This design comes from an exercise in tuning for small area and a short achievable clock period on the open sky130 flow, not from production work. No run shown here included a check of the RTL's function; only the layout flow was run. Power is estimated from default activity; no workload was simulated.

[design/flow/flow/run.sh]
#!/bin/bash
# The standard layout, with the port buffers made of plain buffers (sky130
# buf_1, which the resizer may upsize) instead of the delay-cell buffers that
# buffer_ports picks by default.
set -euo pipefail
export BUFFER_PORTS_ARGS="-buffer_cell sky130_fd_sc_hd__buf_1"
bash standard.sh > standard.log 2>&1
[design/flow/standard.sh]
#!/bin/bash
# synth_recipe.tcl (not shown) runs the flow's synth.tcl, then flattens the netlist and writes it again
# the make line also repeats each setting of config.mk as NAME=value (left out here)
make -C /OpenROAD-flow-scripts/flow DESIGN_CONFIG=/design/flow/config.mk WORK_HOME=/design/flow/orfs CLKGATE_MAP_FILE= SYNTH_SCRIPT=/design/flow/synth_recipe.tcl "${@:-finish}"
[design/flow/config.mk]
export PLATFORM = sky130hd
export DESIGN_NAME = alu16bit
export DESIGN_NICKNAME = alu16bit
export VERILOG_FILES = /design/flow/design.v
export SDC_FILE = /design/flow/constraint.sdc
export NUM_CORES = 4
export LEC_CHECK = 0
export ABC_AREA = 0
export CAP_MARGIN = 20
export CORE_MARGIN = 2
export CORE_UTILIZATION = 40
export GPL_TIMING_DRIVEN = 0
export SLEW_MARGIN = 20
export SYNTH_HIERARCHICAL = 1
[design/flow/constraint.sdc]
create_clock -name core_clock -period 7.2 [get_ports {clk}]
set_input_delay 1.4400 -clock core_clock [delete_from_list [all_inputs] [get_ports {clk}]]
set_output_delay 1.4400 -clock core_clock [all_outputs]
set_load 0.01 [all_outputs]
[design/flow/design.v]
module alu16bit (
  input clk,
  input reset,
  input [2:0] operation,
  input [15:0] operand_A,
  input [15:0] operand_B,
  output reg [31:0] result,
  output reg carry_flag,
  output reg zero_flag
);
  wire [15:0] a = operand_A;
  wire [15:0] b = operand_B;
  wire is_add = ~reset & (operation == 3'd0);
  wire is_sub = ~reset & (operation == 3'd1);
  wire is_mul = ~reset & (operation == 3'd2);
  wire [15:0] m = is_mul ? b : {15'd0, is_add | is_sub};
  reg [15:0] cv;
  always @(*) begin
    if (reset) cv = 16'd0;
    else
    case (operation)
      3'd0: cv = b;
      3'd1: cv = ~b;
      3'd3: cv = a & b;
      3'd4: cv = a | b;
      3'd5: cv = ~(a & b);
      3'd6: cv = ~(a | b);
      3'd7: cv = a ^ b;
      default: cv = 16'd0;
    endcase
  end
  wire cin = is_sub;
  wire [15:0] cvn;
  wire t00 = ~(is_sub | (~reset & (operation == 3'd5 || operation == 3'd6)));
  wire t01 = ~(is_add | (~reset & (operation == 3'd4 || operation == 3'd5 || operation == 3'd7)));
  wire t10 = ~(is_sub | (~reset & (operation == 3'd4 || operation == 3'd5 || operation == 3'd7)));
  wire t11 = ~(is_add | (~reset & (operation == 3'd3 || operation == 3'd4)));
  genvar cb;
  generate for (cb = 0; cb < 16; cb = cb + 1) begin : g_cv
    cvbit ucv (a[cb], b[cb], t00, t01, t10, t11, cvn[cb]);
  end endgenerate
  wire is_sub_n = ~is_sub;
  wire [15:0] an = ~a;
  wire g_mul = ~(operation[2] | operation[0] | reset);
  wire [15:0] agn;
  wire [15:0] mn;
  nand2 uag0 (a[0], g_mul, agn[0]);
  nand2 uag1 (a[1], g_mul, agn[1]);
  nand2 uag2 (a[2], g_mul, agn[2]);
  nand2 uag3 (a[3], g_mul, agn[3]);
  nand2 uag4 (a[4], g_mul, agn[4]);
  nand2 uag5 (a[5], g_mul, agn[5]);
  nand2 uag6 (a[6], g_mul, agn[6]);
  nand2 uag7 (a[7], g_mul, agn[7]);
  nand2 uag8 (a[8], g_mul, agn[8]);
  nand2 uag9 (a[9], g_mul, agn[9]);
  nand2 uag10 (a[10], g_mul, agn[10]);
  nand2 uag11 (a[11], g_mul, agn[11]);
  nand2 uag12 (a[12], g_mul, agn[12]);
  nand2 uag13 (a[13], g_mul, agn[13]);
  nand2 uag14 (a[14], g_mul, agn[14]);
  nand2 uag15 (a[15], g_mul, agn[15]);
  assign mn[0] = ~m[0];
  nand2 um1 (b[1], operation[1], mn[1]);
  nand2 um2 (b[2], operation[1], mn[2]);
  nand2 um3 (b[3], operation[1], mn[3]);
  nand2 um4 (b[4], operation[1], mn[4]);
  nand2 um5 (b[5], operation[1], mn[5]);
  nand2 um6 (b[6], operation[1], mn[6]);
  nand2 um7 (b[7], operation[1], mn[7]);
  nand2 um8 (b[8], operation[1], mn[8]);
  nand2 um9 (b[9], operation[1], mn[9]);
  nand2 um10 (b[10], operation[1], mn[10]);
  nand2 um11 (b[11], operation[1], mn[11]);
  nand2 um12 (b[12], operation[1], mn[12]);
  nand2 um13 (b[13], operation[1], mn[13]);
  nand2 um14 (b[14], operation[1], mn[14]);
  nand2 um15 (b[15], operation[1], mn[15]);
  wire p1;
  nor2 up1 (an[0], mn[0], p1);
  wire p2;
  nor2 up2 (an[1], mn[0], p2);
  wire p3;
  nor2 up3 (an[2], mn[0], p3);
  wire p4;
  nor2 up4 (an[3], mn[0], p4);
  wire p5;
  nor2 up5 (an[4], mn[0], p5);
  wire p6;
  nor2 up6 (an[5], mn[0], p6);
  wire p7;
  nor2 up7 (an[6], mn[0], p7);
  wire p8;
  nor2 up8 (an[7], mn[0], p8);
  wire p9;
  nor2 up9 (an[8], mn[0], p9);
  wire p10;
  nor2 up10 (an[9], mn[0], p10);
  wire p11;
  nor2 up11 (an[10], mn[0], p11);
  wire p12;
  nor2 up12 (an[11], mn[0], p12);
  wire p13;
  nor2 up13 (an[12], mn[0], p13);
  wire p14;
  nor2 up14 (an[13], mn[0], p14);
  wire p15;
  nor2 up15 (an[14], mn[0], p15);
  wire p16;
  nor2 up16 (an[15], mn[0], p16);
  wire p17;
  o21ai up17 (agn[0], mn[1], cvn[1], p17);
  wire p18;
  o21ai up18 (agn[1], mn[1], cvn[2], p18);
  wire p19;
  o21ai up19 (agn[2], mn[1], cvn[3], p19);
  wire p20;
  o21ai up20 (agn[3], mn[1], cvn[4], p20);
  wire p21;
  o21ai up21 (agn[4], mn[1], cvn[5], p21);
  wire p22;
  o21ai up22 (agn[5], mn[1], cvn[6], p22);
  wire p23;
  o21ai up23 (agn[6], mn[1], cvn[7], p23);
  wire p24;
  o21ai up24 (agn[7], mn[1], cvn[8], p24);
  wire p25;
  o21ai up25 (agn[8], mn[1], cvn[9], p25);
  wire p26;
  o21ai up26 (agn[9], mn[1], cvn[10], p26);
  wire p27;
  o21ai up27 (agn[10], mn[1], cvn[11], p27);
  wire p28;
  o21ai up28 (agn[11], mn[1], cvn[12], p28);
  wire p29;
  o21ai up29 (agn[12], mn[1], cvn[13], p29);
  wire p30;
  o21ai up30 (agn[13], mn[1], cvn[14], p30);
  wire p31;
  o21ai up31 (agn[14], mn[1], cvn[15], p31);
  wire p32;
  nor2 up32 (agn[15], mn[1], p32);
  wire p33;
  nor2 up33 (agn[0], mn[2], p33);
  wire p34;
  nor2 up34 (agn[1], mn[2], p34);
  wire p35;
  nor2 up35 (agn[2], mn[2], p35);
  wire p36;
  nor2 up36 (agn[3], mn[2], p36);
  wire p37;
  nor2 up37 (agn[4], mn[2], p37);
  wire p38;
  nor2 up38 (agn[5], mn[2], p38);
  wire p39;
  nor2 up39 (agn[6], mn[2], p39);
  wire p40;
  nor2 up40 (agn[7], mn[2], p40);
  wire p41;
  nor2 up41 (agn[8], mn[2], p41);
  wire p42;
  nor2 up42 (agn[9], mn[2], p42);
  wire p43;
  nor2 up43 (agn[10], mn[2], p43);
  wire p44;
  nor2 up44 (agn[11], mn[2], p44);
  wire p45;
  nor2 up45 (agn[12], mn[2], p45);
  wire p46;
  nor2 up46 (agn[13], mn[2], p46);
  wire p47;
  nor2 up47 (agn[14], mn[2], p47);
  wire p48;
  nor2 up48 (agn[15], mn[2], p48);
  wire p49;
  nor2 up49 (agn[0], mn[3], p49);
  wire p50;
  nor2 up50 (agn[1], mn[3], p50);
  wire p51;
  nor2 up51 (agn[2], mn[3], p51);
  wire p52;
  nor2 up52 (agn[3], mn[3], p52);
  wire p53;
  nor2 up53 (agn[4], mn[3], p53);
  wire p54;
  nor2 up54 (agn[5], mn[3], p54);
  wire p55;
  nor2 up55 (agn[6], mn[3], p55);
  wire p56;
  nor2 up56 (agn[7], mn[3], p56);
  wire p57;
  nor2 up57 (agn[8], mn[3], p57);
  wire p58;
  nor2 up58 (agn[9], mn[3], p58);
  wire p59;
  nor2 up59 (agn[10], mn[3], p59);
  wire p60;
  nor2 up60 (agn[11], mn[3], p60);
  wire p61;
  nor2 up61 (agn[12], mn[3], p61);
  wire p62;
  nor2 up62 (agn[13], mn[3], p62);
  wire p63;
  nor2 up63 (agn[14], mn[3], p63);
  wire p64;
  nor2 up64 (agn[15], mn[3], p64);
  wire p65;
  nor2 up65 (agn[0], mn[4], p65);
  wire p66;
  nor2 up66 (agn[1], mn[4], p66);
  wire p67;
  nor2 up67 (agn[2], mn[4], p67);
  wire p68;
  nor2 up68 (agn[3], mn[4], p68);
  wire p69;
  nor2 up69 (agn[4], mn[4], p69);
  wire p70;
  nor2 up70 (agn[5], mn[4], p70);
  wire p71;
  nor2 up71 (agn[6], mn[4], p71);
  wire p72;
  nor2 up72 (agn[7], mn[4], p72);
  wire p73;
  nor2 up73 (agn[8], mn[4], p73);
  wire p74;
  nor2 up74 (agn[9], mn[4], p74);
  wire p75;
  nor2 up75 (agn[10], mn[4], p75);
  wire p76;
  nor2 up76 (agn[11], mn[4], p76);
  wire p77;
  nor2 up77 (agn[12], mn[4], p77);
  wire p78;
  nor2 up78 (agn[13], mn[4], p78);
  wire p79;
  nor2 up79 (agn[14], mn[4], p79);
  wire p80;
  nor2 up80 (agn[15], mn[4], p80);
  wire p81;
  nor2 up81 (agn[0], mn[5], p81);
  wire p82;
  nor2 up82 (agn[1], mn[5], p82);
  wire p83;
  nor2 up83 (agn[2], mn[5], p83);
  wire p84;
  nor2 up84 (agn[3], mn[5], p84);
  wire p85;
  nor2 up85 (agn[4], mn[5], p85);
  wire p86;
  nor2 up86 (agn[5], mn[5], p86);
  wire p87;
  nor2 up87 (agn[6], mn[5], p87);
  wire p88;
  nor2 up88 (agn[7], mn[5], p88);
  wire p89;
  nor2 up89 (agn[8], mn[5], p89);
  wire p90;
  nor2 up90 (agn[9], mn[5], p90);
  wire p91;
  nor2 up91 (agn[10], mn[5], p91);
  wire p92;
  nor2 up92 (agn[11], mn[5], p92);
  wire p93;
  nor2 up93 (agn[12], mn[5], p93);
  wire p94;
  nor2 up94 (agn[13], mn[5], p94);
  wire p95;
  nor2 up95 (agn[14], mn[5], p95);
  wire p96;
  nor2 up96 (agn[15], mn[5], p96);
  wire p97;
  nor2 up97 (agn[0], mn[6], p97);
  wire p98;
  nor2 up98 (agn[1], mn[6], p98);
  wire p99;
  nor2 up99 (agn[2], mn[6], p99);
  wire p100;
  nor2 up100 (agn[3], mn[6], p100);
  wire p101;
  nor2 up101 (agn[4], mn[6], p101);
  wire p102;
  nor2 up102 (agn[5], mn[6], p102);
  wire p103;
  nor2 up103 (agn[6], mn[6], p103);
  wire p104;
  nor2 up104 (agn[7], mn[6], p104);
  wire p105;
  nor2 up105 (agn[8], mn[6], p105);
  wire p106;
  nor2 up106 (agn[9], mn[6], p106);
  wire p107;
  nor2 up107 (agn[10], mn[6], p107);
  wire p108;
  nor2 up108 (agn[11], mn[6], p108);
  wire p109;
  nor2 up109 (agn[12], mn[6], p109);
  wire p110;
  nor2 up110 (agn[13], mn[6], p110);
  wire p111;
  nor2 up111 (agn[14], mn[6], p111);
  wire p112;
  nor2 up112 (agn[15], mn[6], p112);
  wire p113;
  nor2 up113 (agn[0], mn[7], p113);
  wire p114;
  nor2 up114 (agn[1], mn[7], p114);
  wire p115;
  nor2 up115 (agn[2], mn[7], p115);
  wire p116;
  nor2 up116 (agn[3], mn[7], p116);
  wire p117;
  nor2 up117 (agn[4], mn[7], p117);
  wire p118;
  nor2 up118 (agn[5], mn[7], p118);
  wire p119;
  nor2 up119 (agn[6], mn[7], p119);
  wire p120;
  nor2 up120 (agn[7], mn[7], p120);
  wire p121;
  nor2 up121 (agn[8], mn[7], p121);
  wire p122;
  nor2 up122 (agn[9], mn[7], p122);
  wire p123;
  nor2 up123 (agn[10], mn[7], p123);
  wire p124;
  nor2 up124 (agn[11], mn[7], p124);
  wire p125;
  nor2 up125 (agn[12], mn[7], p125);
  wire p126;
  nor2 up126 (agn[13], mn[7], p126);
  wire p127;
  nor2 up127 (agn[14], mn[7], p127);
  wire p128;
  nor2 up128 (agn[15], mn[7], p128);
  wire p129;
  nor2 up129 (agn[0], mn[8], p129);
  wire p130;
  nor2 up130 (agn[1], mn[8], p130);
  wire p131;
  nor2 up131 (agn[2], mn[8], p131);
  wire p132;
  nor2 up132 (agn[3], mn[8], p132);
  wire p133;
  nor2 up133 (agn[4], mn[8], p133);
  wire p134;
  nor2 up134 (agn[5], mn[8], p134);
  wire p135;
  nor2 up135 (agn[6], mn[8], p135);
  wire p136;
  nor2 up136 (agn[7], mn[8], p136);
  wire p137;
  nor2 up137 (agn[8], mn[8], p137);
  wire p138;
  nor2 up138 (agn[9], mn[8], p138);
  wire p139;
  nor2 up139 (agn[10], mn[8], p139);
  wire p140;
  nor2 up140 (agn[11], mn[8], p140);
  wire p141;
  nor2 up141 (agn[12], mn[8], p141);
  wire p142;
  nor2 up142 (agn[13], mn[8], p142);
  wire p143;
  nor2 up143 (agn[14], mn[8], p143);
  wire p144;
  nor2 up144 (agn[15], mn[8], p144);
  wire p145;
  nor2 up145 (agn[0], mn[9], p145);
  wire p146;
  nor2 up146 (agn[1], mn[9], p146);
  wire p147;
  nor2 up147 (agn[2], mn[9], p147);
  wire p148;
  nor2 up148 (agn[3], mn[9], p148);
  wire p149;
  nor2 up149 (agn[4], mn[9], p149);
  wire p150;
  nor2 up150 (agn[5], mn[9], p150);
  wire p151;
  nor2 up151 (agn[6], mn[9], p151);
  wire p152;
  nor2 up152 (agn[7], mn[9], p152);
  wire p153;
  nor2 up153 (agn[8], mn[9], p153);
  wire p154;
  nor2 up154 (agn[9], mn[9], p154);
  wire p155;
  nor2 up155 (agn[10], mn[9], p155);
  wire p156;
  nor2 up156 (agn[11], mn[9], p156);
  wire p157;
  nor2 up157 (agn[12], mn[9], p157);
  wire p158;
  nor2 up158 (agn[13], mn[9], p158);
  wire p159;
  nor2 up159 (agn[14], mn[9], p159);
  wire p160;
  nor2 up160 (agn[15], mn[9], p160);
  wire p161;
  nor2 up161 (agn[0], mn[10], p161);
  wire p162;
  nor2 up162 (agn[1], mn[10], p162);
  wire p163;
  nor2 up163 (agn[2], mn[10], p163);
  wire p164;
  nor2 up164 (agn[3], mn[10], p164);
  wire p165;
  nor2 up165 (agn[4], mn[10], p165);
  wire p166;
  nor2 up166 (agn[5], mn[10], p166);
  wire p167;
  nor2 up167 (agn[6], mn[10], p167);
  wire p168;
  nor2 up168 (agn[7], mn[10], p168);
  wire p169;
  nor2 up169 (agn[8], mn[10], p169);
  wire p170;
  nor2 up170 (agn[9], mn[10], p170);
  wire p171;
  nor2 up171 (agn[10], mn[10], p171);
  wire p172;
  nor2 up172 (agn[11], mn[10], p172);
  wire p173;
  nor2 up173 (agn[12], mn[10], p173);
  wire p174;
  nor2 up174 (agn[13], mn[10], p174);
  wire p175;
  nor2 up175 (agn[14], mn[10], p175);
  wire p176;
  nor2 up176 (agn[15], mn[10], p176);
  wire p177;
  nor2 up177 (agn[0], mn[11], p177);
  wire p178;
  nor2 up178 (agn[1], mn[11], p178);
  wire p179;
  nor2 up179 (agn[2], mn[11], p179);
  wire p180;
  nor2 up180 (agn[3], mn[11], p180);
  wire p181;
  nor2 up181 (agn[4], mn[11], p181);
  wire p182;
  nor2 up182 (agn[5], mn[11], p182);
  wire p183;
  nor2 up183 (agn[6], mn[11], p183);
  wire p184;
  nor2 up184 (agn[7], mn[11], p184);
  wire p185;
  nor2 up185 (agn[8], mn[11], p185);
  wire p186;
  nor2 up186 (agn[9], mn[11], p186);
  wire p187;
  nor2 up187 (agn[10], mn[11], p187);
  wire p188;
  nor2 up188 (agn[11], mn[11], p188);
  wire p189;
  nor2 up189 (agn[12], mn[11], p189);
  wire p190;
  nor2 up190 (agn[13], mn[11], p190);
  wire p191;
  nor2 up191 (agn[14], mn[11], p191);
  wire p192;
  nor2 up192 (agn[15], mn[11], p192);
  wire p193;
  nor2 up193 (agn[0], mn[12], p193);
  wire p194;
  nor2 up194 (agn[1], mn[12], p194);
  wire p195;
  nor2 up195 (agn[2], mn[12], p195);
  wire p196;
  nor2 up196 (agn[3], mn[12], p196);
  wire p197;
  nor2 up197 (agn[4], mn[12], p197);
  wire p198;
  nor2 up198 (agn[5], mn[12], p198);
  wire p199;
  nor2 up199 (agn[6], mn[12], p199);
  wire p200;
  nor2 up200 (agn[7], mn[12], p200);
  wire p201;
  nor2 up201 (agn[8], mn[12], p201);
  wire p202;
  nor2 up202 (agn[9], mn[12], p202);
  wire p203;
  nor2 up203 (agn[10], mn[12], p203);
  wire p204;
  nor2 up204 (agn[11], mn[12], p204);
  wire p205;
  nor2 up205 (agn[12], mn[12], p205);
  wire p206;
  nor2 up206 (agn[13], mn[12], p206);
  wire p207;
  nor2 up207 (agn[14], mn[12], p207);
  wire p208;
  nor2 up208 (agn[15], mn[12], p208);
  wire p209;
  nor2 up209 (agn[0], mn[13], p209);
  wire p210;
  nor2 up210 (agn[1], mn[13], p210);
  wire p211;
  nor2 up211 (agn[2], mn[13], p211);
  wire p212;
  nor2 up212 (agn[3], mn[13], p212);
  wire p213;
  nor2 up213 (agn[4], mn[13], p213);
  wire p214;
  nor2 up214 (agn[5], mn[13], p214);
  wire p215;
  nor2 up215 (agn[6], mn[13], p215);
  wire p216;
  nor2 up216 (agn[7], mn[13], p216);
  wire p217;
  nor2 up217 (agn[8], mn[13], p217);
  wire p218;
  nor2 up218 (agn[9], mn[13], p218);
  wire p219;
  nor2 up219 (agn[10], mn[13], p219);
  wire p220;
  nor2 up220 (agn[11], mn[13], p220);
  wire p221;
  nor2 up221 (agn[12], mn[13], p221);
  wire p222;
  nor2 up222 (agn[13], mn[13], p222);
  wire p223;
  nor2 up223 (agn[14], mn[13], p223);
  wire p224;
  nor2 up224 (agn[15], mn[13], p224);
  wire p225;
  nor2 up225 (agn[0], mn[14], p225);
  wire p226;
  nor2 up226 (agn[1], mn[14], p226);
  wire p227;
  nor2 up227 (agn[2], mn[14], p227);
  wire p228;
  nor2 up228 (agn[3], mn[14], p228);
  wire p229;
  nor2 up229 (agn[4], mn[14], p229);
  wire p230;
  nor2 up230 (agn[5], mn[14], p230);
  wire p231;
  nor2 up231 (agn[6], mn[14], p231);
  wire p232;
  nor2 up232 (agn[7], mn[14], p232);
  wire p233;
  nor2 up233 (agn[8], mn[14], p233);
  wire p234;
  nor2 up234 (agn[9], mn[14], p234);
  wire p235;
  nor2 up235 (agn[10], mn[14], p235);
  wire p236;
  nor2 up236 (agn[11], mn[14], p236);
  wire p237;
  nor2 up237 (agn[12], mn[14], p237);
  wire p238;
  nor2 up238 (agn[13], mn[14], p238);
  wire p239;
  nor2 up239 (agn[14], mn[14], p239);
  wire p240;
  nor2 up240 (agn[15], mn[14], p240);
  wire p241;
  nor2 up241 (agn[0], mn[15], p241);
  wire p242;
  o21ai up242 (agn[1], mn[15], is_sub_n, p242);
  wire p243;
  o21ai up243 (agn[2], mn[15], is_sub_n, p243);
  wire p244;
  o21ai up244 (agn[3], mn[15], is_sub_n, p244);
  wire p245;
  o21ai up245 (agn[4], mn[15], is_sub_n, p245);
  wire p246;
  o21ai up246 (agn[5], mn[15], is_sub_n, p246);
  wire p247;
  o21ai up247 (agn[6], mn[15], is_sub_n, p247);
  wire p248;
  o21ai up248 (agn[7], mn[15], is_sub_n, p248);
  wire p249;
  o21ai up249 (agn[8], mn[15], is_sub_n, p249);
  wire p250;
  o21ai up250 (agn[9], mn[15], is_sub_n, p250);
  wire p251;
  o21ai up251 (agn[10], mn[15], is_sub_n, p251);
  wire p252;
  o21ai up252 (agn[11], mn[15], is_sub_n, p252);
  wire p253;
  o21ai up253 (agn[12], mn[15], is_sub_n, p253);
  wire p254;
  o21ai up254 (agn[13], mn[15], is_sub_n, p254);
  wire p255;
  o21ai up255 (agn[14], mn[15], is_sub_n, p255);
  wire p256;
  o21ai up256 (agn[15], mn[15], is_sub_n, p256);
  wire n257, n258;
  ha un257 (p14, p44, n257, n258);
  wire n259, n260;
  fa un259 (p15, p45, p60, n259, n260);
  wire n261, n262;
  ha un261 (p75, p90, n261, n262);
  wire n263, n264;
  fa un263 (p16, p46, p61, n263, n264);
  wire n265, n266;
  fa un265 (p76, p91, p106, n265, n266);
  wire n267, n268;
  ha un267 (p121, p136, n267, n268);
  wire n269, n270;
  fa un269 (p32, p47, p62, n269, n270);
  wire n271, n272;
  fa un271 (p77, p92, p107, n271, n272);
  wire n273, n274;
  ha un273 (p122, p137, n273, n274);
  wire n275, n276;
  fa un275 (p48, p63, p78, n275, n276);
  wire n277, n278;
  fa un277 (p93, p108, p123, n277, n278);
  wire n279, n280;
  fa un279 (p64, p79, p94, n279, n280);
  wire n281, n282;
  ha un281 (p10, p40, n281, n282);
  wire n283, n284;
  fa un283 (p11, p41, p56, n283, n284);
  wire n285, n286;
  ha un285 (p71, p86, n285, n286);
  wire n287, n288;
  fa un287 (p12, p42, p57, n287, n288);
  wire n289, n290;
  fa un289 (p72, p87, p102, n289, n290);
  wire n291, n292;
  ha un291 (p117, p132, n291, n292);
  wire n293, n294;
  fa un293 (p13, p43, p58, n293, n294);
  wire n295, n296;
  fa un295 (p73, p88, p103, n295, n296);
  wire n297, n298;
  fa un297 (p118, p133, p148, n297, n298);
  wire n299, n300;
  ha un299 (p163, p178, n299, n300);
  wire n301, n302;
  fa un301 (p59, p74, p89, n301, n302);
  wire n303, n304;
  fa un303 (p104, p119, p134, n303, n304);
  wire n305, n306;
  fa un305 (p149, p164, p179, n305, n306);
  wire n307, n308;
  fa un307 (p194, p209, p29, n307, n308);
  wire n309, n310;
  fa un309 (p105, p120, p135, n309, n310);
  wire n311, n312;
  fa un311 (p150, p165, p180, n311, n312);
  wire n313, n314;
  fa un313 (p195, p210, p225, n313, n314);
  wire n315, n316;
  fa un315 (p30, n258, n261, n315, n316);
  wire n317, n318;
  fa un317 (p151, p166, p181, n317, n318);
  wire n319, n320;
  fa un319 (p196, p211, p226, n319, n320);
  wire n321, n322;
  fa un321 (p241, p31, n262, n321, n322);
  wire n323, n324;
  fa un323 (n267, n260, n263, n323, n324);
  wire n325, n326;
  fa un325 (p152, p167, p182, n325, n326);
  wire n327, n328;
  fa un327 (p197, p212, p227, n327, n328);
  wire n329, n330;
  fa un329 (p242, n268, n273, n329, n330);
  wire n331, n332;
  fa un331 (n264, n266, n269, n331, n332);
  wire n333, n334;
  fa un333 (p138, p153, p168, n333, n334);
  wire n335, n336;
  fa un335 (p183, p198, p213, n335, n336);
  wire n337, n338;
  fa un337 (p228, p243, n274, n337, n338);
  wire n339, n340;
  fa un339 (n270, n272, n275, n339, n340);
  wire n341, n342;
  fa un341 (p109, p124, p139, n341, n342);
  wire n343, n344;
  fa un343 (p154, p169, p184, n343, n344);
  wire n345, n346;
  fa un345 (p199, p214, p229, n345, n346);
  wire n347, n348;
  fa un347 (p244, n276, n278, n347, n348);
  wire n349, n350;
  fa un349 (p80, p95, p110, n349, n350);
  wire n351, n352;
  fa un351 (p125, p140, p155, n351, n352);
  wire n353, n354;
  fa un353 (p170, p185, p200, n353, n354);
  wire n355, n356;
  fa un355 (p215, p230, p245, n355, n356);
  wire n357, n358;
  fa un357 (p96, p111, p126, n357, n358);
  wire n359, n360;
  fa un359 (p141, p156, p171, n359, n360);
  wire n361, n362;
  fa un361 (p186, p201, p216, n361, n362);
  wire n363, n364;
  fa un363 (p112, p127, p142, n363, n364);
  wire n365, n366;
  fa un365 (p157, p172, p187, n365, n366);
  wire n367, n368;
  fa un367 (p128, p143, p158, n367, n368);
  wire n369, n370;
  ha un369 (p7, p37, n369, n370);
  wire n371, n372;
  fa un371 (p8, p38, p53, n371, n372);
  wire n373, n374;
  ha un373 (p68, p83, n373, n374);
  wire n375, n376;
  fa un375 (p9, p39, p54, n375, n376);
  wire n377, n378;
  fa un377 (p69, p84, p99, n377, n378);
  wire n379, n380;
  ha un379 (p114, p129, n379, n380);
  wire n381, n382;
  fa un381 (p55, p70, p85, n381, n382);
  wire n383, n384;
  fa un383 (p100, p115, p130, n383, n384);
  wire n385, n386;
  fa un385 (p145, p25, n281, n385, n386);
  wire n387, n388;
  fa un387 (p101, p116, p131, n387, n388);
  wire n389, n390;
  fa un389 (p146, p161, p26, n389, n390);
  wire n391, n392;
  fa un391 (n282, n285, n283, n391, n392);
  wire n393, n394;
  fa un393 (p147, p162, p177, n393, n394);
  wire n395, n396;
  fa un395 (p27, n286, n291, n395, n396);
  wire n397, n398;
  fa un397 (n284, n287, n289, n397, n398);
  wire n399, n400;
  fa un399 (p193, p28, n292, n399, n400);
  wire n401, n402;
  fa un401 (n299, n288, n290, n401, n402);
  wire n403, n404;
  fa un403 (n293, n295, n297, n403, n404);
  wire n405, n406;
  fa un405 (n300, n257, n294, n405, n406);
  wire n407, n408;
  fa un407 (n296, n298, n301, n407, n408);
  wire n409, n410;
  fa un409 (n303, n305, n307, n409, n410);
  wire n411, n412;
  fa un411 (n302, n304, n306, n411, n412);
  wire n413, n414;
  fa un413 (n308, n259, n309, n413, n414);
  wire n415, n416;
  fa un415 (n311, n313, n315, n415, n416);
  wire n417, n418;
  fa un417 (n310, n312, n314, n417, n418);
  wire n419, n420;
  fa un419 (n265, n317, n319, n419, n420);
  wire n421, n422;
  fa un421 (n316, n321, n323, n421, n422);
  wire n423, n424;
  fa un423 (n318, n320, n271, n423, n424);
  wire n425, n426;
  fa un425 (n325, n327, n322, n425, n426);
  wire n427, n428;
  fa un427 (n329, n324, n331, n427, n428);
  wire n429, n430;
  fa un429 (n326, n328, n277, n429, n430);
  wire n431, n432;
  fa un431 (n333, n335, n330, n431, n432);
  wire n433, n434;
  fa un433 (n337, n332, n339, n433, n434);
  wire n435, n436;
  fa un435 (n334, n336, n279, n435, n436);
  wire n437, n438;
  fa un437 (n341, n343, n345, n437, n438);
  wire n439, n440;
  fa un439 (n338, n340, n347, n439, n440);
  wire n441, n442;
  fa un441 (n342, n344, n346, n441, n442);
  wire n443, n444;
  fa un443 (n280, n349, n351, n443, n444);
  wire n445, n446;
  fa un445 (n353, n355, n348, n445, n446);
  wire n447, n448;
  fa un447 (p231, p246, n350, n447, n448);
  wire n449, n450;
  fa un449 (n352, n354, n356, n449, n450);
  wire n451, n452;
  fa un451 (n357, n359, n361, n451, n452);
  wire n453, n454;
  fa un453 (p202, p217, p232, n453, n454);
  wire n455, n456;
  fa un455 (p247, n358, n360, n455, n456);
  wire n457, n458;
  fa un457 (n362, n363, n365, n457, n458);
  wire n459, n460;
  fa un459 (p173, p188, p203, n459, n460);
  wire n461, n462;
  fa un461 (p218, p233, p248, n461, n462);
  wire n463, n464;
  fa un463 (n364, n366, n367, n463, n464);
  wire n465, n466;
  fa un465 (p144, p159, p174, n465, n466);
  wire n467, n468;
  fa un467 (p189, p204, p219, n467, n468);
  wire n469, n470;
  fa un469 (p234, p249, n368, n469, n470);
  wire n471, n472;
  fa un471 (p160, p175, p190, n471, n472);
  wire n473, n474;
  fa un473 (p205, p220, p235, n473, n474);
  wire n475, n476;
  fa un475 (p176, p191, p206, n475, n476);
  wire n477, n478;
  ha un477 (p5, p35, n477, n478);
  wire n479, n480;
  fa un479 (p6, p36, p51, n479, n480);
  wire n481, n482;
  ha un481 (p66, p81, n481, n482);
  wire n483, n484;
  fa un483 (p52, p67, p82, n483, n484);
  wire n485, n486;
  fa un485 (p97, p22, n369, n485, n486);
  wire n487, n488;
  fa un487 (p98, p113, p23, n487, n488);
  wire n489, n490;
  fa un489 (n370, n373, n371, n489, n490);
  wire n491, n492;
  fa un491 (p24, n374, n379, n491, n492);
  wire n493, n494;
  fa un493 (n372, n375, n377, n493, n494);
  wire n495, n496;
  fa un495 (n380, n376, n378, n495, n496);
  wire n497, n498;
  fa un497 (n381, n383, n385, n497, n498);
  wire n499, n500;
  fa un499 (n382, n384, n387, n499, n500);
  wire n501, n502;
  fa un501 (n389, n386, n391, n501, n502);
  wire n503, n504;
  fa un503 (n388, n390, n393, n503, n504);
  wire n505, n506;
  fa un505 (n395, n392, n397, n505, n506);
  wire n507, n508;
  fa un507 (n394, n396, n399, n507, n508);
  wire n509, n510;
  fa un509 (n398, n401, n403, n509, n510);
  wire n511, n512;
  fa un511 (n400, n402, n404, n511, n512);
  wire n513, n514;
  fa un513 (n405, n407, n409, n513, n514);
  wire n515, n516;
  fa un515 (n406, n408, n411, n515, n516);
  wire n517, n518;
  fa un517 (n410, n413, n415, n517, n518);
  wire n519, n520;
  fa un519 (n412, n414, n417, n519, n520);
  wire n521, n522;
  fa un521 (n419, n416, n421, n521, n522);
  wire n523, n524;
  fa un523 (n418, n420, n423, n523, n524);
  wire n525, n526;
  fa un525 (n425, n422, n427, n525, n526);
  wire n527, n528;
  fa un527 (n424, n429, n426, n527, n528);
  wire n529, n530;
  fa un529 (n431, n428, n433, n529, n530);
  wire n531, n532;
  fa un531 (n430, n435, n437, n531, n532);
  wire n533, n534;
  fa un533 (n432, n434, n439, n533, n534);
  wire n535, n536;
  fa un535 (n436, n438, n441, n535, n536);
  wire n537, n538;
  fa un537 (n443, n445, n440, n537, n538);
  wire n539, n540;
  fa un539 (n442, n444, n447, n539, n540);
  wire n541, n542;
  fa un541 (n449, n451, n446, n541, n542);
  wire n543, n544;
  fa un543 (n453, n448, n450, n543, n544);
  wire n545, n546;
  fa un545 (n452, n455, n457, n545, n546);
  wire n547, n548;
  fa un547 (n454, n459, n461, n547, n548);
  wire n549, n550;
  fa un549 (n456, n458, n463, n549, n550);
  wire n551, n552;
  fa un551 (n460, n462, n465, n551, n552);
  wire n553, n554;
  fa un553 (n467, n464, n469, n553, n554);
  wire n555, n556;
  fa un555 (p250, n466, n468, n555, n556);
  wire n557, n558;
  fa un557 (n471, n473, n470, n557, n558);
  wire n559, n560;
  fa un559 (p221, p236, p251, n559, n560);
  wire n561, n562;
  fa un561 (n472, n474, n475, n561, n562);
  wire n563, n564;
  fa un563 (p192, p207, p222, n563, n564);
  wire n565, n566;
  fa un565 (p237, p252, n476, n565, n566);
  wire n567, n568;
  fa un567 (p208, p223, p238, n567, n568);
  wire n569, n570;
  ha un569 (p4, p34, n569, n570);
  wire n571, n572;
  fa un571 (p50, p65, p20, n571, n572);
  wire n573, n574;
  fa un573 (p21, n478, n481, n573, n574);
  wire n575, n576;
  fa un575 (n482, n480, n483, n575, n576);
  wire n577, n578;
  fa un577 (n484, n487, n486, n577, n578);
  wire n579, n580;
  fa un579 (n488, n491, n490, n579, n580);
  wire n581, n582;
  fa un581 (n492, n494, n495, n581, n582);
  wire n583, n584;
  fa un583 (n496, n499, n498, n583, n584);
  wire n585, n586;
  fa un585 (n500, n503, n502, n585, n586);
  wire n587, n588;
  fa un587 (n504, n507, n506, n587, n588);
  wire n589, n590;
  fa un589 (n508, n510, n511, n589, n590);
  wire n591, n592;
  fa un591 (n512, n515, n514, n591, n592);
  wire n593, n594;
  fa un593 (n516, n519, n518, n593, n594);
  wire n595, n596;
  fa un595 (n520, n523, n522, n595, n596);
  wire n597, n598;
  fa un597 (n524, n527, n526, n597, n598);
  wire n599, n600;
  fa un599 (n528, n531, n533, n599, n600);
  wire n601, n602;
  fa un601 (n532, n535, n534, n601, n602);
  wire n603, n604;
  fa un603 (n536, n539, n538, n603, n604);
  wire n605, n606;
  fa un605 (n540, n543, n545, n605, n606);
  wire n607, n608;
  fa un607 (n547, n544, n546, n607, n608);
  wire n609, n610;
  fa un609 (n548, n551, n550, n609, n610);
  wire n611, n612;
  fa un611 (n552, n555, n557, n611, n612);
  wire n613, n614;
  fa un613 (n559, n556, n561, n613, n614);
  wire n615, n616;
  fa un615 (n560, n563, n562, n615, n616);
  wire n617, n618;
  fa un617 (p253, n564, n567, n617, n618);
  wire n619, n620;
  fa un619 (p224, p239, p254, n619, n620);
  wire n621, n622;
  ha un621 (p3, p33, n621, n622);
  wire n623, n624;
  fa un623 (p49, p19, n569, n623, n624);
  wire n625, n626;
  fa un625 (n570, n477, n571, n625, n626);
  wire n627, n628;
  fa un627 (n572, n479, n573, n627, n628);
  wire n629, n630;
  fa un629 (n574, n485, n575, n629, n630);
  wire n631, n632;
  fa un631 (n576, n489, n577, n631, n632);
  wire n633, n634;
  fa un633 (n493, n578, n579, n633, n634);
  wire n635, n636;
  fa un635 (n497, n580, n581, n635, n636);
  wire n637, n638;
  fa un637 (n582, n501, n583, n637, n638);
  wire n639, n640;
  fa un639 (n505, n584, n585, n639, n640);
  wire n641, n642;
  fa un641 (n509, n586, n587, n641, n642);
  wire n643, n644;
  fa un643 (n513, n588, n589, n643, n644);
  wire n645, n646;
  fa un645 (n517, n590, n591, n645, n646);
  wire n647, n648;
  fa un647 (n592, n521, n593, n647, n648);
  wire n649, n650;
  fa un649 (n525, n594, n595, n649, n650);
  wire n651, n652;
  fa un651 (n529, n596, n597, n651, n652);
  wire n653, n654;
  fa un653 (n530, n598, n599, n653, n654);
  wire n655, n656;
  fa un655 (n537, n600, n601, n655, n656);
  wire n657, n658;
  fa un657 (n541, n602, n603, n657, n658);
  wire n659, n660;
  fa un659 (n542, n605, n604, n659, n660);
  wire n661, n662;
  fa un661 (n549, n607, n606, n661, n662);
  wire n663, n664;
  fa un663 (n553, n608, n609, n663, n664);
  wire n665, n666;
  fa un665 (n554, n610, n611, n665, n666);
  wire n667, n668;
  fa un667 (n558, n613, n612, n667, n668);
  wire n669, n670;
  fa un669 (n565, n614, n615, n669, n670);
  wire n671, n672;
  fa un671 (n566, n617, n616, n671, n672);
  wire n673, n674;
  fa un673 (n568, n619, n618, n673, n674);
  wire n675, n676;
  fa un675 (p240, p255, n620, n675, n676);
  wire n677, n678;
  fa un677 (cin, p1, cv[0], n677, n678);
  wire n679, n680;
  fa un679 (p2, p17, n678, n679, n680);
  wire n681, n682;
  fa un681 (p18, n621, n680, n681, n682);
  wire n683, n684;
  fa un683 (n622, n623, n682, n683, n684);
  wire n685, n686;
  fa un685 (n624, n625, n684, n685, n686);
  wire n687, n688;
  fa un687 (n626, n627, n686, n687, n688);
  wire n689, n690;
  ha un689 (n628, n629, n689, n690);
  wire n691, n692;
  ha un691 (n630, n631, n691, n692);
  wire n693, n694;
  ha un693 (n632, n633, n693, n694);
  wire n695, n696;
  ha un695 (n634, n635, n695, n696);
  wire n697, n698;
  ha un697 (n636, n637, n697, n698);
  wire n699, n700;
  ha un699 (n638, n639, n699, n700);
  wire n701, n702;
  ha un701 (n640, n641, n701, n702);
  wire n703, n704;
  ha un703 (n642, n643, n703, n704);
  wire n705, n706;
  ha un705 (n644, n645, n705, n706);
  wire n707, n708;
  ha un707 (n646, n647, n707, n708);
  wire n709, n710;
  ha un709 (n648, n649, n709, n710);
  wire n711, n712;
  ha un711 (n650, n651, n711, n712);
  wire n713, n714;
  ha un713 (n652, n653, n713, n714);
  wire n715, n716;
  ha un715 (n654, n655, n715, n716);
  wire n717, n718;
  ha un717 (n656, n657, n717, n718);
  wire n719, n720;
  ha un719 (n658, n659, n719, n720);
  wire n721, n722;
  ha un721 (n660, n661, n721, n722);
  wire n723, n724;
  ha un723 (n662, n663, n723, n724);
  wire n725, n726;
  ha un725 (n664, n665, n725, n726);
  wire n727, n728;
  ha un727 (n666, n667, n727, n728);
  wire n729, n730;
  ha un729 (n668, n669, n729, n730);
  wire n731, n732;
  ha un731 (n670, n671, n731, n732);
  wire n733, n734;
  ha un733 (n672, n673, n733, n734);
  wire n735, n736;
  ha un735 (n674, n675, n735, n736);
  wire n737, n738;
  ha un737 (n676, p256, n737, n738);
  wire n739;
  aoi21 un739 (n689, n688, n690, n739);
  wire n740;
  aoi21 un740 (n693, n692, n694, n740);
  wire n741;
  nand2 un741 (n693, n691, n741);
  wire n742;
  aoi21 un742 (n697, n696, n698, n742);
  wire n743;
  nand2 un743 (n697, n695, n743);
  wire n744;
  aoi21 un744 (n701, n700, n702, n744);
  wire n745;
  nand2 un745 (n701, n699, n745);
  wire n746;
  aoi21 un746 (n705, n704, n706, n746);
  wire n747;
  nand2 un747 (n705, n703, n747);
  wire n748;
  aoi21 un748 (n709, n708, n710, n748);
  wire n749;
  nand2 un749 (n709, n707, n749);
  wire n750;
  aoi21 un750 (n713, n712, n714, n750);
  wire n751;
  nand2 un751 (n713, n711, n751);
  wire n752;
  aoi21 un752 (n717, n716, n718, n752);
  wire n753;
  nand2 un753 (n717, n715, n753);
  wire n754;
  aoi21 un754 (n721, n720, n722, n754);
  wire n755;
  nand2 un755 (n721, n719, n755);
  wire n756;
  aoi21 un756 (n725, n724, n726, n756);
  wire n757;
  nand2 un757 (n725, n723, n757);
  wire n758;
  aoi21 un758 (n729, n728, n730, n758);
  wire n759;
  nand2 un759 (n729, n727, n759);
  wire n760;
  aoi21 un760 (n733, n732, n734, n760);
  wire n761;
  nand2 un761 (n733, n731, n761);
  wire n762;
  aoi21 un762 (n737, n736, n738, n762);
  wire n763;
  nand2 un763 (n737, n735, n763);
  wire n764;
  oai21 un764 (n741, n739, n740, n764);
  wire n765;
  oai21 un765 (n745, n742, n744, n765);
  wire n766;
  nor2 un766 (n745, n743, n766);
  wire n767;
  oai21 un767 (n749, n746, n748, n767);
  wire n768;
  nor2 un768 (n749, n747, n768);
  wire n769;
  oai21 un769 (n753, n750, n752, n769);
  wire n770;
  nor2 un770 (n753, n751, n770);
  wire n771;
  oai21 un771 (n757, n754, n756, n771);
  wire n772;
  nor2 un772 (n757, n755, n772);
  wire n773;
  oai21 un773 (n761, n758, n760, n773);
  wire n774;
  nor2 un774 (n761, n759, n774);
  wire n775;
  aoi21 un775 (n766, n764, n765, n775);
  wire n776;
  aoi21 un776 (n770, n767, n769, n776);
  wire n777;
  nand2 un777 (n770, n768, n777);
  wire n778;
  aoi21 un778 (n774, n771, n773, n778);
  wire n779;
  nand2 un779 (n774, n772, n779);
  wire n780;
  oai21 un780 (n777, n775, n776, n780);
  wire n781;
  inv1 un781 (n780, n781);
  wire n782;
  oai21 un782 (n779, n781, n778, n782);
  wire n783;
  inv1 un783 (n775, n783);
  wire n784;
  aoi21 un784 (n768, n783, n767, n784);
  wire n785;
  aoi21 un785 (n772, n780, n771, n785);
  wire n786;
  inv1 un786 (n764, n786);
  wire n787;
  oai21 un787 (n743, n786, n742, n787);
  wire n788;
  oai21 un788 (n747, n775, n746, n788);
  wire n789;
  oai21 un789 (n751, n784, n750, n789);
  wire n790;
  inv1 un790 (n780, n790);
  wire n791;
  oai21 un791 (n755, n790, n754, n791);
  wire n792;
  oai21 un792 (n759, n785, n758, n792);
  wire n793;
  inv1 un793 (n782, n793);
  wire n794;
  oai21 un794 (n763, n793, n762, n794);
  wire n795;
  inv1 un795 (n739, n795);
  wire n796;
  aoi21 un796 (n691, n795, n692, n796);
  wire n797;
  aoi21 un797 (n695, n764, n696, n797);
  wire n798;
  aoi21 un798 (n699, n787, n700, n798);
  wire n799;
  inv1 un799 (n775, n799);
  wire n800;
  aoi21 un800 (n703, n799, n704, n800);
  wire n801;
  aoi21 un801 (n707, n788, n708, n801);
  wire n802;
  inv1 un802 (n784, n802);
  wire n803;
  aoi21 un803 (n711, n802, n712, n803);
  wire n804;
  aoi21 un804 (n715, n789, n716, n804);
  wire n805;
  aoi21 un805 (n719, n780, n720, n805);
  wire n806;
  aoi21 un806 (n723, n791, n724, n806);
  wire n807;
  inv1 un807 (n785, n807);
  wire n808;
  aoi21 un808 (n727, n807, n728, n808);
  wire n809;
  aoi21 un809 (n731, n792, n732, n809);
  wire n810;
  aoi21 un810 (n735, n782, n736, n810);
  wire n811;
  aoi21 un811 (is_sub, n794, 1'b0, n811);
  wire n812;
  xor2 un812 (n689, n688, n812);
  wire n813;
  xnor2 un813 (n691, n739, n813);
  wire n814;
  xnor2 un814 (n693, n796, n814);
  wire n815;
  xor2 un815 (n695, n764, n815);
  wire n816;
  xnor2 un816 (n697, n797, n816);
  wire n817;
  xor2 un817 (n699, n787, n817);
  wire n818;
  xnor2 un818 (n701, n798, n818);
  wire n819;
  xnor2 un819 (n703, n775, n819);
  wire n820;
  xnor2 un820 (n705, n800, n820);
  wire n821;
  xor2 un821 (n707, n788, n821);
  wire n822;
  xnor2 un822 (n709, n801, n822);
  wire n823;
  xnor2 un823 (n711, n784, n823);
  wire n824;
  xnor2 un824 (n713, n803, n824);
  wire n825;
  xor2 un825 (n715, n789, n825);
  wire n826;
  xnor2 un826 (n717, n804, n826);
  wire n827;
  xor2 un827 (n719, n780, n827);
  wire n828;
  xnor2 un828 (n721, n805, n828);
  wire n829;
  xor2 un829 (n723, n791, n829);
  wire n830;
  xnor2 un830 (n725, n806, n830);
  wire n831;
  xnor2 un831 (n727, n785, n831);
  wire n832;
  xnor2 un832 (n729, n808, n832);
  wire n833;
  xor2 un833 (n731, n792, n833);
  wire n834;
  xnor2 un834 (n733, n809, n834);
  wire n835;
  xor2 un835 (n735, n782, n835);
  wire n836;
  xnor2 un836 (n737, n810, n836);
  wire n837;
  xor2 un837 (is_sub, n794, n837);
  wire [31:0] s = {n837, n836, n835, n834, n833, n832, n831, n830, n829, n828, n827, n826, n825, n824, n823, n822, n821, n820, n819, n818, n817, n816, n815, n814, n813, n812, n687, n685, n683, n681, n679, n677};
  wire borrow = is_sub & s[16];
  wire zero_lo = (s[15:0] == 16'd0);
  wire zero_mul = (a == 16'd0) | (b == 16'd0);
  wire [31:0] r = s;
  wire z = ~reset & (is_mul ? zero_mul : zero_lo);
  always @(posedge clk) begin
    result     <= r;
    carry_flag <= borrow;
    zero_flag  <= z;
  end
endmodule
module fa (input a, input b, input c, output s, output co);
  assign s = a ^ b ^ c;
  assign co = (a & b) | (a & c) | (b & c);
endmodule
module ha (input a, input b, output s, output co);
  assign s = a ^ b;
  assign co = a & b;
endmodule
module xor2 (input a, input b, output y);
  assign y = a ^ b;
endmodule
module xnor2 (input a, input b, output y);
  assign y = ~(a ^ b);
endmodule
module nand2 (input a, input b, output y);
  assign y = ~(a & b);
endmodule
module nor2 (input a, input b, output y);
  assign y = ~(a | b);
endmodule
module inv1 (input a, output y);
  assign y = ~a;
endmodule
module cvbit (input a, input b, input t00, input t01, input t10, input t11, output y);
  assign y = a ? (b ? t11 : t10) : (b ? t01 : t00);
endmodule
module aoi21 (input a, input b, input c, output y);
  assign y = ~((a & b) | c);
endmodule
module o21ai (input a, input b, input c, output y);
  assign y = ~((a | b) & c);
endmodule
module oai21 (input a, input b, input c, output y);
  assign y = ~((a | b) & c);
endmodule
==> impl_metrics.csv, run 1 <==
group,metric,value,unit
clock_tree,cts_max_level,2,
grt,grt_pass1_wl,34300,µm
job,maxCapViolCount,0,
critical_path,path_class,"primary input to flop",
floorplan,die_w,143,µm
sta,worst_slew_pin_slew,865,ps
layout,fillCellCount,1833,
sta,fin_crit,6900,ps
power,powerDensity,98.2,mW/mm²
yosys,synth_top_family_by_area,"adder cells",
layout,final_layout_size_suffix_gt1_share,10.2,%
yosys,ys_warn_count,7,
drt,routedWlPerCell,19.7,µm
sta,setup_ws,295,ps
placed_design,dp_cells,1073,
grt,grt_remaining_overflow,0,
floorplan,core_region_area,0.0188,mm²
layout,final_cells,1084,
power,p_comb_share,45.8,%
yosys,netlist_instances,744,
sta,finalSetupTns,0,ps
placed_design,gp_congestion,0.874,
sta,finalSetupViolations,0,
clock_tree,clockRootBuffer,"clkbuf_16",
layout,fin_util,45.7,%
clock_tree,cts_buffer_depth,2,
sta,fin_crit_sh,95.9,%
yosys,synth_fa_ha_area_share,59.0,%
placed_design,hpwl,16100,µm
worst_hold_path,holdPathStages,4,
floorplan,die_h,143,µm
floorplan,io_pins,71,
grt,grt.total_usage,22.3,%
yosys,synth-seq-cells,34,
clock_tree,cts_hold_buf,0,
power,netSwitchingFraction,41.2,%
placed_design,place_area,0.00830,mm²
power,p_int,0.497,mW
clock_tree,numCtsBuffers,5,
clock_tree,cts.clk_slew.worst_paths,60,ps
power,switchingPower,0.348,mW
layout,final_area,0.00860,mm²
worst_hold_path,hold_class,"primary input to flop",
sta,relSlewSlack,42.2,%
critical_path,critPathLaunch,"operation[2]",
placed_design,dpl_worst_slack,-1410,ps
drt,avgViaCountPerCell,5.49,
power,p_seq_share,27.8,%
clock_tree,cts_tree,"done",
yosys,synth-simple-area-share,15.9,%
grt,antenna_found_initial,0,
yosys,syn-cell-area,0.00771,mm²
layout,layout.area.seq,681,µm²
layout,diodes,0,
critical_path,cp_max_fo,16,
layout,num-nets-final,1103,
placed_design,port_buffers,69,
yosys,synthXorXnorAreaFrac,2.95,%
yosys,synth_cell_type_count,27,
power,clkPwrFrac,26.4,%
sta,max_freq,145,MHz
power,power,0.845,mW
sta,final-hold-violation-count,0,
drt,drtAntennaViolNets,0,
yosys,syn_nets,1024,
yosys,muxShareOfSynthArea,4.80,%
layout,multi_input_area,0.00701,mm²
yosys,avgSynthCellArea,10.4,µm²
drt,vias,5956,
drt,drc_errors,0,
worst_hold_path,min_to,"result[31]$_DFF_P_",
drt,routed_wl,21300,µm
sta,whs,1610,ps
power,p_leak,4.19,nW
floorplan,dieArea,0.0204,mm²
grt,grt_max_degree,17,
drt,drt_iter0_drc,439,
sta,grt_setup_unrepaired,"false",
sta,slew_viol_final,0,
power,irDropWorstVdd,0.0732,mV
yosys,synth_seq_area_share,8.83,%
drt,dr.pass1.iters,7,
critical_path,required,7380,ps
status,status,"no timing/DRC/antenna violations",
floorplan,fp-row-count,50,
worst_hold_path,min-delay-start,"operation[0]",
critical_path,cp.arrival,7090,ps
grt,grt_pass1_vias,6456,
critical_path,start_kind,"primary input",
layout,area_growth,11.5,%
yosys,synth_compound_area_share,6.88,%
critical_path,cp-end-kind,"flop",
clock_tree,clock_sinks,34,
floorplan,initial_utilization,41.0,%
worst max-delay path, stage by stage:
cell,delay [ps]
buf_1,130
buf_6,170
nor3_4,210
buf_12,200
nand2_1,470
nor2_1,320
fa_1,480
fa_1,470
fa_1,400
fa_1,550
fa_1,460
ha_1,380
nand2_1,90
nor2_1,250
nand2_1,150
o21ai_4,230
buf_4,170
inv_1,40
o21ai_1,220
a21oi_2,90
xnor2_1,130
power groups by stage:
stage	clock (mW)	combinational, mW	sequential [mW]
finish	0.223	0.387	0.235
global placement	0	0.378	0.239
CTS	0.230	0.385	0.235
floorplan	0	0.234	0.262
global route	0.237	0.429	0.240
detailed placement	0	0.380	0.239
metal layers:
| metal | up-vias | track usage (%) | routed length (µm) |
|---|---|---|---|
| met5 | - | 0 | 0 |
| met4 | 0 | 6.72 | 530 |
| met3 | 36 | 2.72 | 1480 |
| met2 | 260 | 37.6 | 10500 |
| met1 | 3080 | 30.3 | 8800 |
| li1 | 2580 | - | - |
worst max path at each step:
stage	endpoint	slack, ps	depth (start not counted)
finish	result[24]$_DFF_P_	300	21
global route	result[31]$_DFF_P_	30	22
CTS	result[31]$_DFF_P_	7	22
detailed placement	result[31]$_DFF_P_	-1410	21
global placement	result[31]$_DFF_P_	-1370	21
floorplan	result[31]$_DFF_P_	40	20
modules after synthesis (local to each module, per instance):
module,cells,area (µm²)
alu16bit,103,1070
cvbit,1,22.5
fa,1,20.0
ha,1,12.5
aoi21,1,8.76
xnor2,1,8.76
xor2,1,8.76
o21ai,1,5.00
oai21,1,5.00
inv1,1,3.75
nand2,1,3.75
nor2,1,3.75
cells by family (layout without fill, tap and decap cells):
group,Yosys count,in the layout
adder cells (fa/ha/maj),243,243
AND/OR/NAND/NOR,311,311
AO/OA/AOI/OAI,82,82
flip-flops,34,34
buffers and inverters,31,111
multiplexers,17,17
XOR/XNOR,26,26
layout by cell type (no fill, tap or decap), drive strengths merged:
master and n:
buf 75, nand3b 1, o21a 1, xor2 10, mux2i 1, nor2 237
nor4b 1, a21o 1, xnor2 16, nor3 2, clkinv 2, o21ai 49
nand2b 3, ha 42, inv 27, nand4 3, clkinvlp 1, nor4 12
o21bai 1, and2 1, nand3 1, mux4 16, a21oi 30, clkbuf 6
nand2 50, fa 201, dfxtp 34
registers in the layout, summed over array words and instances (netlist names):
| register | cells |
|---|---|
| zero_flag | 1 |
| result | 32 |
| carry_flag | 1 |
synth_stat cells (all sizes together):
master / n / area (µm²)
ha: 42 / 526
dfxtp: 34 / 681
mux2i: 1 / 10.0
and2: 1 / 6.26
o21a: 1 / 7.51
buf: 3 / 21.3
nand3: 1 / 5.00
nor3: 2 / 10.0
nor2: 237 / 890
nor4: 12 / 75.1
a21oi: 30 / 263
mux4: 16 / 360
a21o: 1 / 7.51
o21bai: 1 / 7.51
nand3b: 1 / 7.51
xor2: 10 / 87.6
nand4: 3 / 18.8
nand2b: 3 / 18.8
clkbuf: 1 / 3.75
nand2: 50 / 188
xnor2: 16 / 140
inv: 27 / 101
fa: 201 / 4020
o21ai: 49 / 245
nor4b: 1 / 8.76
cell type report:
| type | instances | area share, % |
|---|---|---|
| multi-input combinational | 679 | 81.5 |
| sequential | 34 | 7.91 |
| tap | 260 | 3.78 |
| timing repair buffer | 72 | 3.58 |
| clock buffer | 5 | 1.45 |
| inverter | 27 | 1.18 |
| buffer | 4 | 0.305 |
| clock inverter | 3 | 0.247 |
repair_timing:
item | CTS | global route
pin swaps | 1 | 2
resized for setup | 11 | 21
setup buffers | 1 | 2
setup endpoints to repair | 16 | 8
==> inputs of run 2 (changes only) <==
--- a/design/flow/design.v
+++ b/design/flow/design.v
@@ -1275,3 +1275,8 @@
   wire [31:0] r = s;
-  wire z = ~reset & (is_mul ? zero_mul : zero_lo);
+  wire z_e = ~reset & ~is_mul & ~(|s[11:0]);
+  wire z_m = ~reset & is_mul & zero_mul;
+  wire z_l1, z_l2, z;
+  nor2 uz1 (s[15], s[14], z_l1);
+  nor2 uz2 (s[13], s[12], z_l2);
+  a31o uz3 (z_l1, z_l2, z_e, z_m, z);
   always @(posedge clk) begin
@@ -1305,2 +1310,5 @@
 endmodule
+module a31o (input a, input b, input c, input d, output y);
+  assign y = (a & b & c) | d;
+endmodule
 module cvbit (input a, input b, input t00, input t01, input t10, input t11, output y);
==> run 2 against run 1 <==
  * Area after synthesis rose by 0.36%
  * Critical path type unchanged
  * Final area rose by 0.41%
  * Total power rose by 0.76%
  * Non-clock buffer count rose by 2
  * Hold slack improved by 10 ps
  * Cell count rose by 0.74%
  * Maximum frequency rose by 0.62%
  * First-iteration DRC count fell by 1.8%
  * Largest power group unchanged
  * Setup slack improved by 42 ps
  * Sequential cell count did not move
  * Critical path depth rose by 1
==> impl_metrics.csv, run 2 <==
group,metric,value,unit
placed_design,hpwl,16300,µm
grt,grt_remaining_overflow,0,
yosys,synth_cell_type_count,33,
yosys,syn-cell-area,0.00774,mm²
sta,fin_crit_sh,95.3,%
yosys,netlist_instances,749,
drt,routed_wl,21700,µm
layout,largestRegisters,"result: 32 flops, carry_flag: 1 flops, zero_flag: 1 flops",
layout,multi_input_area,0.00704,mm²
yosys,synthArstFlopShare,0,%
floorplan,io_pins,71,
yosys,yosysMostFrequentCell,"nor2_1",
yosys,synth_ff_type,"dfxtp_1",
drt,avgViaCountPerCell,5.57,
worst_hold_path,hold_class,"primary input to flop",
floorplan,dieArea,0.0205,mm²
sta,whs,1620,ps
yosys,synth_top_area_share,52.0,%
grt,grt_pass1_vias,6539,
floorplan,fp-row-count,50,
placed_design,dpl_worst_slack,-1500,ps
drt,drc_errors,0,
yosys,ys_warn_count,7,
yosys,syn_nets,1029,
sta,worst_slew_pin_slew,880,ps
drt,dr.pass1.iters,5,
floorplan,die_w,143,µm
layout,final_layout_size_suffix_gt1_share,10.8,%
critical_path,crit_buf_inv,5,
power,irDropWorstVdd,0.0823,mV
drt,drtAntennaViolNets,0,
yosys,avgSynthCellArea,10.3,µm²
clock_tree,cts_max_level,2,
grt,grt_max_degree,18,
critical_path,start_kind,"primary input",
sta,relSlewSlack,41.2,%
power,p_seq_share,27.6,%
floorplan,core_region_area,0.0188,mm²
critical_path,required,7370,ps
critical_path,path_cells,"buf_1 > buf_2 > inv_2 > or2_1 > a21o_2 > mux4_2 > o21ai_1 > fa_1 > fa_1 > fa_1 > fa_1 > fa_1 > ha_1 > nand2_1 > nor2_2 > nand2_1 > o21ai_4 > inv_1 > o21ai_2 > inv_1 > o21ai_1 > xor2_1",
clock_tree,cts_buffer_depth,2,
layout,largest_reg_flops,32,
clock_tree,numCtsBuffers,5,
power,powerDensity,98.6,mW/mm²
status,status,"no timing/DRC/antenna violations",
yosys,synth_seq_area_share,8.79,%
power,switchingPower,0.352,mW
sta,final-hold-violation-count,0,
yosys,synth-seq-cells,34,
drt,routedWlPerCell,19.9,µm
power,p_leak,4.20,nW
clock_tree,cts.clk_slew.worst_paths,60,ps
yosys,synth_commonest_cells,"nor2_1, fa_1, nand2_1, o21ai_1, ha_1",
layout,layout.area.seq,681,µm²
critical_path,cp_max_fo,15,
grt,grt_pass1_wl,35300,µm
job,maxCapViolCount,0,
critical_path,cp_top_family,"adder cells",
grt,grt.total_usage,22.9,%
layout,area_growth,11.6,%
layout,final_common_cell,"nor2_1",
sta,finalSetupViolations,0,
critical_path,cp-end-kind,"flop",
clock_tree,clockRootBuffer,"clkbuf_16",
floorplan,die_h,143,µm
critical_path,cpMostUsedCell,"fa_1",
yosys,netlist_top_cells_area,"fa_1, nor2_1, dfxtp_1",
critical_path,path_class,"primary input to flop",
layout,regMostFlops,"result",
clock_tree,cts_tree,"done",
sta,grt_setup_unrepaired,"false",
critical_path,crit_slowest_cell,"fa_1",
power,netSwitchingFraction,41.4,%
critical_path,slowest_delay,570,ps
power,p_int,0.499,mW
drt,vias,6086,
floorplan,initial_utilization,41.1,%
clock_tree,clock_sinks,34,
layout,fillCellCount,1812,
yosys,synth-edff-count,0,
placed_design,gp_congestion,0.895,
critical_path,cp.arrival,7030,ps
yosys,synth_top_area_cell,"fa_1",
grt,antenna_found_initial,0,
sta,slew_viol_final,0,
sta,fin_crit,6860,ps
sta,max_freq,146,MHz
sta,setup_ws,338,ps
power,p_comb_share,46.2,%
placed_design,port_buffers,69,
drt,drt_iter0_drc,431,
layout,final_cell_mix,"nor2_1, fa_1, buf_1",
power,clkPwrFrac,26.2,%
layout,num-nets-final,1110,
[run 2: through the flow]
step	power [mW]	TNS [ps]	area, µm²	util, %	cells
after global placement	0.623	-14580	8330	44.2	1078
after floorplan	0.499	0	7740	-	749
after detailed placement	0.625	-16430	8330	44.2	1078
after CTS	0.855	0	8550	45.4	1087
final	0.851	0	8640	45.9	1092
after global routing	0.912	0	8630	45.8	1091
[run 2: worst paths after layout]
path / from / endpoint / slack [ps] / cells after the start
setup / recovery: operation[2] / result[31]$_DFF_P_ / 340 / 22
hold / removal: operation[0] / result[31]$_DFF_P_ / 1620 / 4
[run 2: power by group through the flow]
stage,sequential [mW],clock [mW],combinational [mW]
2_1_floorplan,0.262,0,0.238
4_1_cts,0.236,0.228,0.391
6_report,0.235,0.223,0.393
3_5_place_dp,0.239,0,0.385
3_3_place_gp,0.239,0,0.383
5_1_grt,0.239,0.237,0.436
[run 2: final cells by class]
cell class / count / area share (%)
sequential: 34 / 7.88
tap: 260 / 3.77
inverter: 28 / 1.26
antenna: 1 / 0.0290
buffer: 4 / 0.232
clock buffer: 5 / 1.45
multi-input combinational: 683 / 81.5
clock inverter: 3 / 0.246
timing repair buffer: 74 / 3.59
[run 2: what timing repair did]
item                       in CTS  in global routing
pin swaps                       1                  1
setup endpoints to repair      17                  9
cloned                          0                  0
resized for setup              16                 19
setup buffers                   1                  4
hold buffers                    0                  0
[run 2: logic make-up after synthesis]
group                      count (synthesis)  share of synthesized area, %
muxes                                     15                          4.36
and+or+nand+nor                          311                          15.8
xor gates and xnor gates                  26                          2.94
buffers and inverters                     32                          1.58
DFF                                       34                          8.79
AOI/OAI and AO/OA                         88                          7.69
adders and majority gates                243                          58.8
[run 2: per-module statistics from Yosys (local to each module, per instance)]
module	flops+latches	times used	area, µm²
xnor2	0	16	8.76
nor2	0	233	3.75
nand2	0	45	3.75
inv1	0	9	3.75
aoi21	0	30	8.76
alu16bit	34	1	1080
o21ai	0	30	5.00
fa	0	201	20.0
oai21	0	14	5.00
ha	0	40	12.5
a31o	0	1	8.76
cvbit	0	15	22.5
xor2	0	10	8.76
[run 2: metal layers]
layer  GRT usage, %  part of all wire (%)  up-vias
li1               -                     -     2614
met1           31.2                    40     3111
met2           36.4                    48      304
met3           3.62                   7.8       57
met4           9.74                   4.1        0
met5              0                     0        -
==> inputs of run 3 (changes only) <==
--- a/design/flow/config.mk
+++ b/design/flow/config.mk
@@ -12,2 +12,3 @@
 export GPL_TIMING_DRIVEN = 0
+export SETUP_SLACK_MARGIN = 0.5
 export SLEW_MARGIN = 20
==> run 3 against run 2 <==
  * Cell count rose by 3.8%
  * Routed wire length rose by 4.5%
  * Largest cell class unchanged
  * Clock power barely moved
  * Via count rose by 2.5%
  * Non-clock buffer count rose by 43
  * Hold slack got worse by 32 ps
  * Highest routed layer unchanged
==> impl_metrics.csv, run 3 <==
group,metric,value,unit
status,status,"no timing/DRC/antenna violations",
critical_path,start_kind,"primary input",
layout,fillCellCount,1738,
grt,grt_busiest_layer,"met2",
drt,avgViaCountPerCell,5.50,
floorplan,fp-row-count,50,
power,p_leak,4.46,nW
yosys,synth_seq_area_share,8.79,%
worst_hold_path,hold_class,"primary input to flop",
power,powerDensity,96.5,mW/mm²
yosys,netlist_instances,749,
yosys,synth_top_area_share,52.0,%
grt,antenna_found_initial,0,
layout,num-nets-final,1153,
critical_path,path_class,"primary input to flop",
floorplan,die_h,143,µm
yosys,netlist_top_cells_area,"fa_1, nor2_1, dfxtp_1",
yosys,synth_commonest_cells,"nor2_1, fa_1, nand2_1, o21ai_1, ha_1",
yosys,synthArstFlopShare,0,%
placed_design,gp_congestion,0.827,
sta,slew_viol_final,0,
worst_hold_path,holdPathStages,4,
layout,area_growth,22.1,%
critical_path,cp_max_fo,8,
layout,largest_reg_flops,32,
grt,grt_pass1_wl,36200,µm
clock_tree,cts_buffer_depth,2,
drt,vias,6237,
sta,grt_setup_unrepaired,"false",
grt,use_met1,31.0,%
sta,finalSetupViolations,0,
clock_tree,cts_max_level,2,
clock_tree,clock_sinks,34,
clock_tree,numCtsBuffers,5,
sta,fin_crit_sh,90.6,%
layout,regMostFlops,"result",
floorplan,core_region_area,0.0188,mm²
sta,setup_ws,680,ps
grt,grt_max_degree,18,
layout,fin_util,50.2,%
critical_path,cp.arrival,6700,ps
grt,grt.total_usage,23.3,%
sta,max_freq,153,MHz
power,irDropWorstVdd,0.0821,mV
sta,worst_slew_pin_slew,866,ps
critical_path,required,7380,ps
yosys,synth_cell_type_count,33,
grt,grt_remaining_overflow,0,
yosys,avgSynthCellArea,10.3,µm²
clock_tree,cts_tree,"done",
yosys,synth-edff-count,0,
layout,final_cell_mix,"nor2_1, fa_1, buf_1",
drt,dr.pass1.iters,5,
grt,grt_pass1_vias,6716,
grt,use_met2,39.2,%
sta,relSlewSlack,42.1,%
yosys,synth_top_area_cell,"fa_1",
grt,use_met3,3.52,%
floorplan,io_pins,71,
yosys,yosysMostFrequentCell,"nor2_1",
drt,drc_errors,0,
floorplan,die_w,143,µm
layout,final_layout_size_suffix_gt1_share,20.4,%
drt,routedWlPerCell,20.0,µm
floorplan,initial_utilization,41.1,%
layout,final_common_cell,"nor2_1",
yosys,synth_ff_type,"dfxtp_1",
layout,diodes,0,
drt,routed_wl,22700,µm
floorplan,dieArea,0.0205,mm²
clock_tree,clockRootBuffer,"clkbuf_16",
yosys,syn_nets,1029,
placed_design,hpwl,16600,µm
yosys,synth-seq-cells,34,
sta,fin_crit,6520,ps
drt,drt_iter0_drc,406,
yosys,ys_warn_count,7,
layout,largestRegisters,"result: 32 flops, carry_flag: 1 flops, zero_flag: 1 flops",
job,maxCapViolCount,0,
placed_design,port_buffers,69,
power,power,0.912,mW
yosys,syn-cell-area,0.00774,mm²
drt,drtAntennaViolNets,0,
sta,whs,1590,ps
critical_path,cp-end-kind,"flop",
sta,final-hold-violation-count,0,
clock_tree,cts.clk_slew.worst_paths,60,ps
placed_design,dpl_worst_slack,-798,ps
run 3: cell counts after synthesis:
No cell type changed its count.
run 3: repair_timing:
| action | CTS | global route |
|---|---|---|
| setup endpoints to repair | 22 | 13 |
| hold buffers | 0 | 0 |
| pin swaps | 5 | 29 |
| resized for setup | 33 | 72 |
| buffers inserted | 10 | 38 |
run 3: worst paths after layout:
path                startpoint                 end  slack, ps
setup / recovery  operation[0]  result[28]$_DFF_P_        680
hold / removal    operation[0]  result[31]$_DFF_P_       1590
run 3: layer usage:
layer,routed length (µm),share of wire (%)
met3,1600,7.0
met2,11300,50
met1,9100,40
met4,710,3.1
met5,0,0
run 3: logic make-up (layout without fill, tap and decap cells):
kind of cell               Yosys count  count (layout)  synth area share [%]
adders and majority gates          243             243                  58.8
DFF                                 34              34                  8.79
muxes                               15              15                  4.36
buffers and inverters               32             157                  1.58
AOI/OAI and AO/OA                   88              88                  7.69
xor gates and xnor gates            26              26                  2.94
and+or+nand+nor                    311             311                  15.8
run 3: Yosys stat by module (local to each module, per instance), a selection:
module / flops+latches / cell area [µm²] / cells
inv1: 0 / 3.75 / 1
nand2: 0 / 3.75 / 1
a31o: 0 / 8.76 / 1
xnor2: 0 / 8.76 / 1
nor2: 0 / 3.75 / 1
xor2: 0 / 8.76 / 1
run 3: metrics by stage:
step                      area [µm²]  TNS (ps)  cells
final                           9450         0   1134
after global routing            9450         0   1134
after CTS                       8810         0   1096
after detailed placement        8450     -9850   1078
after global placement          8450     -8620   1078
after floorplan                 7870         0    749
run 3: area by class of cell:
cell class	count	area, µm²	area share (%)
Multi-Input combinational cell	683	7470	79.1
Sequential cell	34	681	7.20
Timing Repair Buffer	117	681	7.20
Tap cell	260	325	3.44
Clock buffer	5	125	1.32
Inverter	28	110	1.16
Buffer	4	35.0	0.371
Clock inverter	3	21.3	0.225
run 3: worst max-delay path, stage by stage:
cell      delay [ps]
clkbuf_2         110
buf_6            140
nand2b_4         140
or2_1            220
a21o_4           230
mux4_2           470
o21ai_2           80
fa_1             450
fa_1             470
fa_1             400
fa_1             540
fa_1             550
ha_4             320
nand2_1          100
nor2_4           130
nand2_2           70
o21ai_4          210
buf_6            150
a21oi_4           70
o21ai_4          190
a21oi_2           80
xnor2_1          120
run 3: power by group:
part           total, mW  internal [mW]  switching [mW]
Sequential         0.235          0.227         0.00818
Clock              0.223          0.128          0.0950
Combinational      0.453          0.178           0.275

afterwards: timing with drivers on the ports:
How much do the figures lean on ideal ports? The routed layouts below were timed once more, with nothing changed but the port constraints. Step 1, drivers: a clkbuf_16 drives clk and a buf_2 each remaining input, both assumed. Step 2, shift: input delay + t, output delay - t, t = (earliest + latest rising clock arrival at the registers) / 2. This alone moves slack from input paths to output paths. a / b / c = no drivers / after step 1 / after step 2; a / b = the first two.
run	t, ns	setup slack, ns
run 1	0.338	0.295 / 0.319 / -0.019
run 2	0.337	0.338 / 0.360 / 0.023
run 3	0.332	0.680 / 0.700 / 0.368
With both steps, setup timing fails in run 1, where it was met with ideal ports.
